This design comes from an exercise in tuning for small area and a short achievable clock period on the open sky130 flow, not from production work.
At most, simulation tests tie the RTL to the original design; equivalence was not proved.
Only the layout flow was run in run 2; the RTL was not checked for function there.

==> flow/design.v, too long to show whole: its modules and the start of the top module <==
// module ex2_1: 1594 lines
// module ex2_1_fa: 4 lines
// module ex2_1_ha: 4 lines
module ex2_1 (
	      input 		  clk, rst, validi,
	      input [31:0] 	  data_in,
	      output logic 	  valido,
	      output logic [31:0] data_out
	      );
  // ...
==> flow/run.sh <==
#!/bin/bash
# synth_recipe.tcl (not shown) runs the flow's synth.tcl, then flattens the netlist and writes it again
# the make line also repeats each setting of config.mk as NAME=value (left out here)
make -C /OpenROAD-flow-scripts/flow DESIGN_CONFIG=/design/flow/config.mk WORK_HOME=/design/flow/orfs CLKGATE_MAP_FILE= SYNTH_SCRIPT=/design/flow/synth_recipe.tcl finish
==> flow/config.mk <==
export PLATFORM = sky130hd
export DESIGN_NAME = ex2_1
export DESIGN_NICKNAME = ex2_1
export VERILOG_FILES = /design/flow/design.v
export SDC_FILE = /design/flow/constraint.sdc
export NUM_CORES = 4
export LEC_CHECK = 0
export CAP_MARGIN = 20
export CORE_MARGIN = 2
export CORE_UTILIZATION = 40
export SETUP_SLACK_MARGIN = 4.4
export SLEW_MARGIN = 20
export SYNTH_HIERARCHICAL = 1
export TNS_END_PERCENT = 0
==> flow/constraint.sdc <==
create_clock -name core_clock -period 8.0 [get_ports {clk}]
set_input_delay 1.6000 -clock core_clock [delete_from_list [all_inputs] [get_ports {clk}]]
set_output_delay 1.6000 -clock core_clock [all_outputs]
set_load 0.01 [all_outputs]
==> results by group, run 1 <==
Status
  • Outcome: complete, no violations

Place
  • Placed cells: just under 2000

Global route
  • GR Util met3: 6.51%

Yosys
  • Post-synthesis mux area share: 0.0656%
  • Compound-cell area share of the yosys netlist: between 10% and 20%

Timing
  • Slew @ Worst Pin: between 1 and 1.5 ns
  • Tmin final: around 4 ns
  • Total Neg Setup Slack: 0 ns

Clocking
  • Clk Latency, worst-skew pair: between 0.4 and 0.5 ns

Layout
  • Non-clk bufs: 161
  • Sequential cells: 147
  • Layout fillers: about 3500
  • Area Growth Syn to Fin: 19.2%
  • CLK BUF: 19
  • Clock-cell share: 3.32%
  • Most common cell after layout, fill and taps aside: xnor2_1

Detailed routing
  • Via Count: ~12000
  • TritonRoute pass-1 iters: 6
  • DR vias/cell: 5.86

Critical path
  • Critical Path Stages: 9
  • Cell family with most CP delay: adder cells

Floorplanning
  • Row cnt: 71
  • I/O Pins: 68

Hold path
  • Hold Crit Class: flop to flop
==> inputs of run 2 (changes only) <==
--- a/flow/design.v
+++ b/flow/design.v
@@ -908,16 +908,108 @@
    wire s794;
    wire c795;
    wire s796;
    wire c797;
    wire s798;
    wire c799;
    wire s800;
    wire [31:0] ra, rb;
+   wire [31:0] g0, p0, sum;
+   wire xg1, xp1;
+   wire xg2, xp2;
+   wire xg3, xp3;
+   wire xg4, xp4;
+   wire xg5, xp5;
+   wire xg6, xp6;
+   wire xg7, xp7;
+   wire xg8, xp8;
+   wire xg9, xp9;
+   wire xg10, xp10;
+   wire xg11, xp11;
+   wire xg12, xp12;
+   wire xg13, xp13;
+   wire xg14, xp14;
+   wire xg15, xp15;
+   wire xg16, xp16;
+   wire xg17, xp17;
+   wire xg18, xp18;
+   wire xg19, xp19;
+   wire xg20, xp20;
+   wire xg21, xp21;
+   wire xg22, xp22;
+   wire xg23, xp23;
+   wire xg24, xp24;
+   wire xg25, xp25;
+   wire xg26, xp26;
+   wire xg27, xp27;
+   wire xg28, xp28;
+   wire xg29, xp29;
+   wire xg30, xp30;
+   wire xg31, xp31;
+   wire gi32, pi32;
+   wire xg33, xp33;
+   wire xg34, xp34;
+   wire xg35, xp35;
+   wire xg36, xp36;
+   wire xg37, xp37;
+   wire xg38, xp38;
+   wire xg39, xp39;
+   wire xg40, xp40;
+   wire xg41, xp41;
+   wire xg42, xp42;
+   wire xg43, xp43;
+   wire xg44, xp44;
+   wire xg45, xp45;
+   wire xg46, xp46;
+   wire xg47, xp47;
+   wire gi48, pi48;
+   wire xg49, xp49;
+   wire xg50, xp50;
+   wire xg51, xp51;
+   wire xg52, xp52;
+   wire xg53, xp53;
+   wire xg54, xp54;
+   wire xg55, xp55;
+   wire xg56, xp56;
+   wire xg57, xp57;
+   wire xg58, xp58;
+   wire xg59, xp59;
+   wire xg60, xp60;
+   wire xg61, xp61;
+   wire gi62, pi62;
+   wire xg63, xp63;
+   wire gi64, pi64;
+   wire xg65, xp65;
+   wire xg66, xp66;
+   wire xg67, xp67;
+   wire xg68, xp68;
+   wire xg69, xp69;
+   wire xg70, xp70;
+   wire xg71, xp71;
+   wire xg72, xp72;
+   wire xg73, xp73;
+   wire xg74, xp74;
+   wire xg75, xp75;
+   wire xg76, xp76;
+   wire xg77, xp77;
+   wire gi78, pi78;
+   wire xg79, xp79;
+   wire gi80, pi80;
+   wire xg81, xp81;
+   wire gi82, pi82;
+   wire xg83, xp83;
+   wire gi84, pi84;
+   wire xg85, xp85;
+   wire gi86, pi86;
+   wire xg87, xp87;
+   wire gi88, pi88;
+   wire xg89, xp89;
+   wire gi90, pi90;
+   wire xg91, xp91;
    always_ff @(posedge clk) begin
       a <= data_in;
       q0 <= bn0;
       q1 <= pp1;
       q2 <= pp2;
       q3 <= s273;
       q4 <= s275;
       q5 <= s279;
@@ -990,17 +1082,17 @@
       q72 <= s635;
       q73 <= s637;
       q74 <= c616;
       q75 <= s639;
       q76 <= s651;
       q77 <= c638;
       q78 <= s652;
       q79 <= c640;
-      data_out <= ra + rb;
+      data_out <= sum;
    end
    assign bo0 = a[0] ^ 1'b0;
    assign bt0 = (a[1] & ~a[0] & ~1'b0) | (~a[1] & a[0] & 1'b0);
    assign bn0 = a[1] & ~(a[0] & 1'b0);
    assign pp1 = ((bo0 & data_in[0]) | (bt0 & 1'b0)) ^ bn0;
    assign pp2 = ((bo0 & data_in[1]) | (bt0 & data_in[0])) ^ bn0;
    assign pp3 = ((bo0 & data_in[2]) | (bt0 & data_in[1])) ^ bn0;
    assign pp4 = ((bo0 & data_in[3]) | (bt0 & data_in[2])) ^ bn0;
@@ -1586,17 +1678,161 @@
    ex2_1_fa us790 (.a(c708), .b(s711), .c(data_in[26]), .s(s790), .co(c791));
    ex2_1_fa us792 (.a(c712), .b(s715), .c(data_in[27]), .s(s792), .co(c793));
    ex2_1_fa us794 (.a(s719), .b(s721), .c(data_in[28]), .s(s794), .co(c795));
    ex2_1_fa us796 (.a(s725), .b(s727), .c(data_in[29]), .s(s796), .co(c797));
    ex2_1_fa us798 (.a(c728), .b(s733), .c(data_in[30]), .s(s798), .co(c799));
    assign s800 = s737 ^ c734 ^ data_in[31];
    assign ra = {c799, c797, c795, c793, c791, c789, c787, c785, c783, c781, c779, c777, c775, c773, c771, c769, c767, c765, c763, c761, c759, c757, c755, c753, c751, c749, c747, c745, c743, c741, c739, s738};
    assign rb = {s800, s798, s796, s794, s792, s790, s788, s786, s784, s782, s780, s778, s776, s774, s772, s770, s768, s766, s764, s762, s760, s758, s756, s754, s752, s750, s748, s746, s744, s742, s740, 1'b0};
+   assign g0 = ra & rb;
+   assign p0 = ra ^ rb;
+   ex2_1_pgi ug1 (.gh(g0[1]), .ph(p0[1]), .gl(g0[0]), .pl(1'b1), .gn(xg1), .pn(xp1));
+   ex2_1_pgi ug2 (.gh(g0[3]), .ph(p0[3]), .gl(g0[2]), .pl(p0[2]), .gn(xg2), .pn(xp2));
+   ex2_1_pgi ug3 (.gh(g0[5]), .ph(p0[5]), .gl(g0[4]), .pl(p0[4]), .gn(xg3), .pn(xp3));
+   ex2_1_pgi ug4 (.gh(g0[7]), .ph(p0[7]), .gl(g0[6]), .pl(p0[6]), .gn(xg4), .pn(xp4));
+   ex2_1_pgi ug5 (.gh(g0[9]), .ph(p0[9]), .gl(g0[8]), .pl(p0[8]), .gn(xg5), .pn(xp5));
+   ex2_1_pgi ug6 (.gh(g0[11]), .ph(p0[11]), .gl(g0[10]), .pl(p0[10]), .gn(xg6), .pn(xp6));
+   ex2_1_pgi ug7 (.gh(g0[13]), .ph(p0[13]), .gl(g0[12]), .pl(p0[12]), .gn(xg7), .pn(xp7));
+   ex2_1_pgi ug8 (.gh(g0[15]), .ph(p0[15]), .gl(g0[14]), .pl(p0[14]), .gn(xg8), .pn(xp8));
+   ex2_1_pgi ug9 (.gh(g0[17]), .ph(p0[17]), .gl(g0[16]), .pl(p0[16]), .gn(xg9), .pn(xp9));
+   ex2_1_pgi ug10 (.gh(g0[19]), .ph(p0[19]), .gl(g0[18]), .pl(p0[18]), .gn(xg10), .pn(xp10));
+   ex2_1_pgi ug11 (.gh(g0[21]), .ph(p0[21]), .gl(g0[20]), .pl(p0[20]), .gn(xg11), .pn(xp11));
+   ex2_1_pgi ug12 (.gh(g0[23]), .ph(p0[23]), .gl(g0[22]), .pl(p0[22]), .gn(xg12), .pn(xp12));
+   ex2_1_pgi ug13 (.gh(g0[25]), .ph(p0[25]), .gl(g0[24]), .pl(p0[24]), .gn(xg13), .pn(xp13));
+   ex2_1_pgi ug14 (.gh(g0[27]), .ph(p0[27]), .gl(g0[26]), .pl(p0[26]), .gn(xg14), .pn(xp14));
+   ex2_1_pgi ug15 (.gh(g0[29]), .ph(p0[29]), .gl(g0[28]), .pl(p0[28]), .gn(xg15), .pn(xp15));
+   ex2_1_pgi ug16 (.gh(g0[31]), .ph(p0[31]), .gl(g0[30]), .pl(p0[30]), .gn(xg16), .pn(xp16));
+   ex2_1_pgn ug17 (.gnh(xg2), .pnh(xp2), .gnl(xg1), .pnl(1'b0), .g(xg17), .p(xp17));
+   ex2_1_pgn ug18 (.gnh(xg3), .pnh(xp3), .gnl(xg2), .pnl(xp2), .g(xg18), .p(xp18));
+   ex2_1_pgn ug19 (.gnh(xg4), .pnh(xp4), .gnl(xg3), .pnl(xp3), .g(xg19), .p(xp19));
+   ex2_1_pgn ug20 (.gnh(xg5), .pnh(xp5), .gnl(xg4), .pnl(xp4), .g(xg20), .p(xp20));
+   ex2_1_pgn ug21 (.gnh(xg6), .pnh(xp6), .gnl(xg5), .pnl(xp5), .g(xg21), .p(xp21));
+   ex2_1_pgn ug22 (.gnh(xg7), .pnh(xp7), .gnl(xg6), .pnl(xp6), .g(xg22), .p(xp22));
+   ex2_1_pgn ug23 (.gnh(xg8), .pnh(xp8), .gnl(xg7), .pnl(xp7), .g(xg23), .p(xp23));
+   ex2_1_pgn ug24 (.gnh(xg9), .pnh(xp9), .gnl(xg8), .pnl(xp8), .g(xg24), .p(xp24));
+   ex2_1_pgn ug25 (.gnh(xg10), .pnh(xp10), .gnl(xg9), .pnl(xp9), .g(xg25), .p(xp25));
+   ex2_1_pgn ug26 (.gnh(xg11), .pnh(xp11), .gnl(xg10), .pnl(xp10), .g(xg26), .p(xp26));
+   ex2_1_pgn ug27 (.gnh(xg12), .pnh(xp12), .gnl(xg11), .pnl(xp11), .g(xg27), .p(xp27));
+   ex2_1_pgn ug28 (.gnh(xg13), .pnh(xp13), .gnl(xg12), .pnl(xp12), .g(xg28), .p(xp28));
+   ex2_1_pgn ug29 (.gnh(xg14), .pnh(xp14), .gnl(xg13), .pnl(xp13), .g(xg29), .p(xp29));
+   ex2_1_pgn ug30 (.gnh(xg15), .pnh(xp15), .gnl(xg14), .pnl(xp14), .g(xg30), .p(xp30));
+   ex2_1_pgn ug31 (.gnh(xg16), .pnh(xp16), .gnl(xg15), .pnl(xp15), .g(xg31), .p(xp31));
+   assign gi32 = ~xg1;
+   assign pi32 = ~xp1;
+   ex2_1_pgi ug33 (.gh(xg18), .ph(xp18), .gl(gi32), .pl(1'b1), .gn(xg33), .pn(xp33));
+   ex2_1_pgi ug34 (.gh(xg19), .ph(xp19), .gl(xg17), .pl(1'b1), .gn(xg34), .pn(xp34));
+   ex2_1_pgi ug35 (.gh(xg20), .ph(xp20), .gl(xg18), .pl(xp18), .gn(xg35), .pn(xp35));
+   ex2_1_pgi ug36 (.gh(xg21), .ph(xp21), .gl(xg19), .pl(xp19), .gn(xg36), .pn(xp36));
+   ex2_1_pgi ug37 (.gh(xg22), .ph(xp22), .gl(xg20), .pl(xp20), .gn(xg37), .pn(xp37));
+   ex2_1_pgi ug38 (.gh(xg23), .ph(xp23), .gl(xg21), .pl(xp21), .gn(xg38), .pn(xp38));
+   ex2_1_pgi ug39 (.gh(xg24), .ph(xp24), .gl(xg22), .pl(xp22), .gn(xg39), .pn(xp39));
+   ex2_1_pgi ug40 (.gh(xg25), .ph(xp25), .gl(xg23), .pl(xp23), .gn(xg40), .pn(xp40));
+   ex2_1_pgi ug41 (.gh(xg26), .ph(xp26), .gl(xg24), .pl(xp24), .gn(xg41), .pn(xp41));
+   ex2_1_pgi ug42 (.gh(xg27), .ph(xp27), .gl(xg25), .pl(xp25), .gn(xg42), .pn(xp42));
+   ex2_1_pgi ug43 (.gh(xg28), .ph(xp28), .gl(xg26), .pl(xp26), .gn(xg43), .pn(xp43));
+   ex2_1_pgi ug44 (.gh(xg29), .ph(xp29), .gl(xg27), .pl(xp27), .gn(xg44), .pn(xp44));
+   ex2_1_pgi ug45 (.gh(xg30), .ph(xp30), .gl(xg28), .pl(xp28), .gn(xg45), .pn(xp45));
+   ex2_1_pgi ug46 (.gh(xg31), .ph(xp31), .gl(xg29), .pl(xp29), .gn(xg46), .pn(xp46));
+   ex2_1_pgn ug47 (.gnh(xg35), .pnh(xp35), .gnl(xg1), .pnl(1'b0), .g(xg47), .p(xp47));
+   assign gi48 = ~xg17;
+   assign pi48 = ~xp17;
+   ex2_1_pgn ug49 (.gnh(xg36), .pnh(xp36), .gnl(gi48), .pnl(1'b0), .g(xg49), .p(xp49));
+   ex2_1_pgn ug50 (.gnh(xg37), .pnh(xp37), .gnl(xg33), .pnl(1'b0), .g(xg50), .p(xp50));
+   ex2_1_pgn ug51 (.gnh(xg38), .pnh(xp38), .gnl(xg34), .pnl(1'b0), .g(xg51), .p(xp51));
+   ex2_1_pgn ug52 (.gnh(xg39), .pnh(xp39), .gnl(xg35), .pnl(xp35), .g(xg52), .p(xp52));
+   ex2_1_pgn ug53 (.gnh(xg40), .pnh(xp40), .gnl(xg36), .pnl(xp36), .g(xg53), .p(xp53));
+   ex2_1_pgn ug54 (.gnh(xg41), .pnh(xp41), .gnl(xg37), .pnl(xp37), .g(xg54), .p(xp54));
+   ex2_1_pgn ug55 (.gnh(xg42), .pnh(xp42), .gnl(xg38), .pnl(xp38), .g(xg55), .p(xp55));
+   ex2_1_pgn ug56 (.gnh(xg43), .pnh(xp43), .gnl(xg39), .pnl(xp39), .g(xg56), .p(xp56));
+   ex2_1_pgn ug57 (.gnh(xg44), .pnh(xp44), .gnl(xg40), .pnl(xp40), .g(xg57), .p(xp57));
+   ex2_1_pgn ug58 (.gnh(xg45), .pnh(xp45), .gnl(xg41), .pnl(xp41), .g(xg58), .p(xp58));
+   ex2_1_pgn ug59 (.gnh(xg46), .pnh(xp46), .gnl(xg42), .pnl(xp42), .g(xg59), .p(xp59));
+   ex2_1_pgi ug60 (.gh(xg52), .ph(xp52), .gl(gi32), .pl(1'b1), .gn(xg60), .pn(xp60));
+   ex2_1_pgi ug61 (.gh(xg53), .ph(xp53), .gl(xg17), .pl(1'b1), .gn(xg61), .pn(xp61));
+   assign gi62 = ~xg33;
+   assign pi62 = ~xp33;
+   ex2_1_pgi ug63 (.gh(xg54), .ph(xp54), .gl(gi62), .pl(1'b1), .gn(xg63), .pn(xp63));
+   assign gi64 = ~xg34;
+   assign pi64 = ~xp34;
+   ex2_1_pgi ug65 (.gh(xg55), .ph(xp55), .gl(gi64), .pl(1'b1), .gn(xg65), .pn(xp65));
+   ex2_1_pgi ug66 (.gh(xg56), .ph(xp56), .gl(xg47), .pl(1'b1), .gn(xg66), .pn(xp66));
+   ex2_1_pgi ug67 (.gh(xg57), .ph(xp57), .gl(xg49), .pl(1'b1), .gn(xg67), .pn(xp67));
+   ex2_1_pgi ug68 (.gh(xg58), .ph(xp58), .gl(xg50), .pl(1'b1), .gn(xg68), .pn(xp68));
+   ex2_1_pgi ug69 (.gh(xg59), .ph(xp59), .gl(xg51), .pl(1'b1), .gn(xg69), .pn(xp69));
+   ex2_1_pgi ug70 (.gh(g0[2]), .ph(p0[2]), .gl(gi32), .pl(1'b1), .gn(xg70), .pn(xp70));
+   ex2_1_pgi ug71 (.gh(g0[4]), .ph(p0[4]), .gl(xg17), .pl(1'b1), .gn(xg71), .pn(xp71));
+   ex2_1_pgi ug72 (.gh(g0[6]), .ph(p0[6]), .gl(gi62), .pl(1'b1), .gn(xg72), .pn(xp72));
+   ex2_1_pgi ug73 (.gh(g0[8]), .ph(p0[8]), .gl(gi64), .pl(1'b1), .gn(xg73), .pn(xp73));
+   ex2_1_pgi ug74 (.gh(g0[10]), .ph(p0[10]), .gl(xg47), .pl(1'b1), .gn(xg74), .pn(xp74));
+   ex2_1_pgi ug75 (.gh(g0[12]), .ph(p0[12]), .gl(xg49), .pl(1'b1), .gn(xg75), .pn(xp75));
+   ex2_1_pgi ug76 (.gh(g0[14]), .ph(p0[14]), .gl(xg50), .pl(1'b1), .gn(xg76), .pn(xp76));
+   ex2_1_pgi ug77 (.gh(g0[16]), .ph(p0[16]), .gl(xg51), .pl(1'b1), .gn(xg77), .pn(xp77));
+   assign gi78 = ~xg60;
+   assign pi78 = ~xp60;
+   ex2_1_pgi ug79 (.gh(g0[18]), .ph(p0[18]), .gl(gi78), .pl(1'b1), .gn(xg79), .pn(xp79));
+   assign gi80 = ~xg61;
+   assign pi80 = ~xp61;
+   ex2_1_pgi ug81 (.gh(g0[20]), .ph(p0[20]), .gl(gi80), .pl(1'b1), .gn(xg81), .pn(xp81));
+   assign gi82 = ~xg63;
+   assign pi82 = ~xp63;
+   ex2_1_pgi ug83 (.gh(g0[22]), .ph(p0[22]), .gl(gi82), .pl(1'b1), .gn(xg83), .pn(xp83));
+   assign gi84 = ~xg65;
+   assign pi84 = ~xp65;
+   ex2_1_pgi ug85 (.gh(g0[24]), .ph(p0[24]), .gl(gi84), .pl(1'b1), .gn(xg85), .pn(xp85));
+   assign gi86 = ~xg66;
+   assign pi86 = ~xp66;
+   ex2_1_pgi ug87 (.gh(g0[26]), .ph(p0[26]), .gl(gi86), .pl(1'b1), .gn(xg87), .pn(xp87));
+   assign gi88 = ~xg67;
+   assign pi88 = ~xp67;
+   ex2_1_pgi ug89 (.gh(g0[28]), .ph(p0[28]), .gl(gi88), .pl(1'b1), .gn(xg89), .pn(xp89));
+   assign gi90 = ~xg68;
+   assign pi90 = ~xp68;
+   ex2_1_pgi ug91 (.gh(g0[30]), .ph(p0[30]), .gl(gi90), .pl(1'b1), .gn(xg91), .pn(xp91));
+   assign sum[0] = p0[0];
+   assign sum[1] = p0[1] ^ g0[0];
+   assign sum[2] = p0[2] ^ ~xg1;
+   assign sum[3] = p0[3] ^ ~xg70;
+   assign sum[4] = p0[4] ^ xg17;
+   assign sum[5] = p0[5] ^ ~xg71;
+   assign sum[6] = p0[6] ^ ~xg33;
+   assign sum[7] = p0[7] ^ ~xg72;
+   assign sum[8] = p0[8] ^ ~xg34;
+   assign sum[9] = p0[9] ^ ~xg73;
+   assign sum[10] = p0[10] ^ xg47;
+   assign sum[11] = p0[11] ^ ~xg74;
+   assign sum[12] = p0[12] ^ xg49;
+   assign sum[13] = p0[13] ^ ~xg75;
+   assign sum[14] = p0[14] ^ xg50;
+   assign sum[15] = p0[15] ^ ~xg76;
+   assign sum[16] = p0[16] ^ xg51;
+   assign sum[17] = p0[17] ^ ~xg77;
+   assign sum[18] = p0[18] ^ ~xg60;
+   assign sum[19] = p0[19] ^ ~xg79;
+   assign sum[20] = p0[20] ^ ~xg61;
+   assign sum[21] = p0[21] ^ ~xg81;
+   assign sum[22] = p0[22] ^ ~xg63;
+   assign sum[23] = p0[23] ^ ~xg83;
+   assign sum[24] = p0[24] ^ ~xg65;
+   assign sum[25] = p0[25] ^ ~xg85;
+   assign sum[26] = p0[26] ^ ~xg66;
+   assign sum[27] = p0[27] ^ ~xg87;
+   assign sum[28] = p0[28] ^ ~xg67;
+   assign sum[29] = p0[29] ^ ~xg89;
+   assign sum[30] = p0[30] ^ ~xg68;
+   assign sum[31] = p0[31] ^ ~xg91;
 endmodule
 module ex2_1_fa (input a, b, c, output s, co);
    assign s = a ^ b ^ c;
    assign co = (a & b) | (c & (a ^ b));
 endmodule
 module ex2_1_ha (input a, b, output s, co);
    assign s = a ^ b;
    assign co = a & b;
 endmodule
+module ex2_1_pgi (input gh, ph, gl, pl, output gn, pn);
+   assign gn = ~(gh | (ph & gl));
+   assign pn = ~(ph & pl);
+endmodule
+module ex2_1_pgn (input gnh, pnh, gnl, pnl, output g, p);
+   assign g = ~(gnh & (pnh | gnl));
+   assign p = ~(pnh | pnl);
+endmodule
==> results by group, run 2 <==
Floorplanning
  • Core area: about 38000 um2
  • I/O Pins: 68 (unchanged)
  • Initial Util: roughly 41%
  • Die Ht: between 200 and 250 um
  • Row cnt: 71 (unchanged)
  • Die Width: 200 um
  • Die area: ~40000 um2

Detailed routing
  • Total wire length: between 50000 and 60000 um
  • Via Count: 11600 (-2.6%)
  • Drt drc: 0
  • TritonRoute pass-1 iters: 6 (unchanged)
  • Post-route ant nets: 0
  • Avg WL per Cell: roughly 25 um
  • DR vias/cell: 5.79 (-1.1%)
  • DR iter-0 viols: between 1000 and 1500

Yosys
  • Net count after synthesis: around 1800
  • Cells after Synth: between 1000 and 1500
  • Mapped Area: 15400 um2
  • Syn Area/Cell: around 11 um2
  • Yosys warns: 7

Critical path
  • CP startpoint kind: input pin
  • Crit end category: flop
  • CP required: roughly 8.4 ns
  • Worst r2r src: q57
  • Setup CP Type: input pin to flop
  • Critical path peak fanout: 15
  • Crit path DAT: between 4 and 5 ns
  • Critical path origin: data_in[19]

Clocking
  • Total CTS buffers: 17
  • Clk Latency, worst-skew pair: 0.46 ns (about the same)
  • Clock tree buffer depth: 2
  • Root Buffer: clkbuf_16
  • Hold buffer count at cts: 0
  • CTS clk-pin slew, worst paths: around 0.080 ns
  • H-tree lvl count: 4
  • TritonCTS clock tree: done
  • Clock sinks: between 100 and 150

Hold path
  • Hold Crit Class: flop to flop
  • Hold wc startpoint: cnt[0]

Global route
  • First-pass GRT wire length: ~77000 um
  • Largest net degree at the start of global routing: 64
  • Gr ovfl total: 0
  • GR Util met3: 5.08% (-1.4 points)
  • GRT Total Usage: approximately 26%
  • GRT Max-Usage Layer: met2
  • Initial antenna violation count: 1
  • Met2 GRT Util: about two fifths
  • Vias in the first global route: about 12000
  • GR met1 Demand/Resource: 34.4%

Timing
  • Total Neg Setup Slack: 0 ns (unchanged)
  • Slew @ Worst Pin: 0.860 ns (-0.242 ns)
  • Max-slew headroom: 42.7%
  • Final setup viols: 0
  • Fin. max-slew vios: 0
  • RSZ-0062 raised after global routing: yes
  • Final hold violation count: 0
  • Worst hold slack: 0.437 ns
  • Final worst-path cycle share: around half
  • Worst Skew: 0.0218 ns
  • Max frequency: roughly 240 MHz
  • Tmin final: 4.10 ns (+0.0559 ns)

Place
  • Detailed Place HPWL: 35800 um
  • GP Congestion: ~0.93
  • Placed Area: 16600 um2
  • Count of buffers from port buffering: 67

Status
  • Outcome: complete, no violations

Layout
  • Layout fillers: 3461 (+0.26%)
  • Finished Cell Area: 18000 um2
  • Area Growth Syn to Fin: 16.9%
  • Layout cell share with drive strength beyond 1: around a fifth
  • Fin nets: roughly 1800
  • N_diodes: 0
  • Commonest cells after routing, fill and taps aside: 279 x xnor2_1, 208 x fa_1, 203 x a22oi_1
  • Most common cell after layout, fill and taps aside: xnor2_1
  • Regs by FF count: a (32), data_out (32), cnt (2)

Flow run
  • Max_cap viols: 0
==> run 2: cell types whose count changed in the layout (fill, tap and decap cells not counted), moves of 9 or more <==
| cell | delta |
|---|---|
| nand2_1 | +23 |
| xnor3_1 | +11 |
| a21oi_1 | -31 |
| xnor2_1 | -14 |
| o21ai_0 | -13 |
| a21o_1 | -12 |
| a21oi_2 | +45 |
| buf_4 | -9 |
| nand3b_1 | -10 |
| o21ai_2 | +21 |
==> run 2: through the flow <==
stage / setup WS, ns / std cells / utilization [%]
floorplan: 3.53 / 1438 / -
global placement: 2.44 / 1934 / 44.0
detailed placement: 2.37 / 1934 / 44.0
CTS: 3.94 / 2004 / 47.5
global route: 3.83 / 2006 / 47.7
finish: 3.90 / 2006 / 47.7
==> run 2: path summary, 6_finish.rpt <==
| kind | end | slack (ns) | cells past startpoint |
|---|---|---|---|
| max in group asynchronous | cnt[0] | 6.56 | 2 |
| min | cnt[0] | 0.44 | 1 |
| min reg2reg | cnt[0] | 0.44 | 1 |
| max | q78 | 3.90 | 11 |
| max reg2reg | data_out[31] | 3.98 | 17 |
| min in group asynchronous | cnt[1] | 1.31 | 2 |
==> run 2: metal layers <==
metal / share of wire [%] / up-vias
li1: - / 4987
met1: 41 / 5920
met2: 47 / 614
met3: 8.6 / 99
met4: 3.7 / 0
met5: 0 / -
==> run 2: area by class of cell <==
type / count / area [um2] / share of cell area (%)
Inverter: 53 / 209 / 1.16
Clock buffer: 19 / 454 / 2.52
Timing Repair Buffer: 147 / 1530 / 8.52
Multi-Input combinational cell: 1116 / 12100 / 67.0
Tap cell: 511 / 639 / 3.55
Clock inverter: 13 / 134 / 0.744
Sequential cell: 147 / 2960 / 16.5
==> run 2: timing repair <==
item / 4_1_cts / 5_1_grt
setup buffers: 34 / 2
endpoints found under the setup margin: 103 / 70
pin swaps: 40 / 4
resized for setup: 275 / 12
cloned: 4 / 0
==> run 2: worst max-delay path: stages <==
cell and delay, ns:
buf_6 0.15, a22oi_2 0.25, xnor2_2 0.15, fa_1 0.49, fa_2 0.41, fa_2 0.36
xnor2_2 0.16, xnor3_1 0.25, xnor3_1 0.21, xnor3_1 0.21, xnor3_1 0.18

==> separate check: timing with driven ports <==
The flow's constraints put no driver on any port. The routed layouts listed below were extracted and timed again, unchanged, in two steps.
Step 1 assumes that a clkbuf_16 drives the clock port and a buf_2 every other input.
Step 2, shift: input delay + t, output delay - t, t = (earliest + latest rising clock arrival at the registers) / 2. This alone moves slack from input paths to output paths.
Three values: ideal, step 1, step 2; two values: the first two.
run | t, ns | slack for setup (ns) | hold WS [ns] | latest minus earliest clock arrival (ns) | worst data-port slew with drivers (ns)
run 1 | 0.495 | 3.957 / 3.989 / 3.494 | 0.447 / 0.447 / 0.447 | 0.019 / 0.019 | 0.10
run 2 | 0.506 | 3.901 / 3.915 / 3.409 | 0.437 / 0.437 / 0.437 | 0.022 / 0.022 | 0.07
After both steps setup and hold are still met in every run listed. For run 2, which loses most, drivers alone change the setup slack by +0.014 ns; drivers and shift together by -0.492 ns.
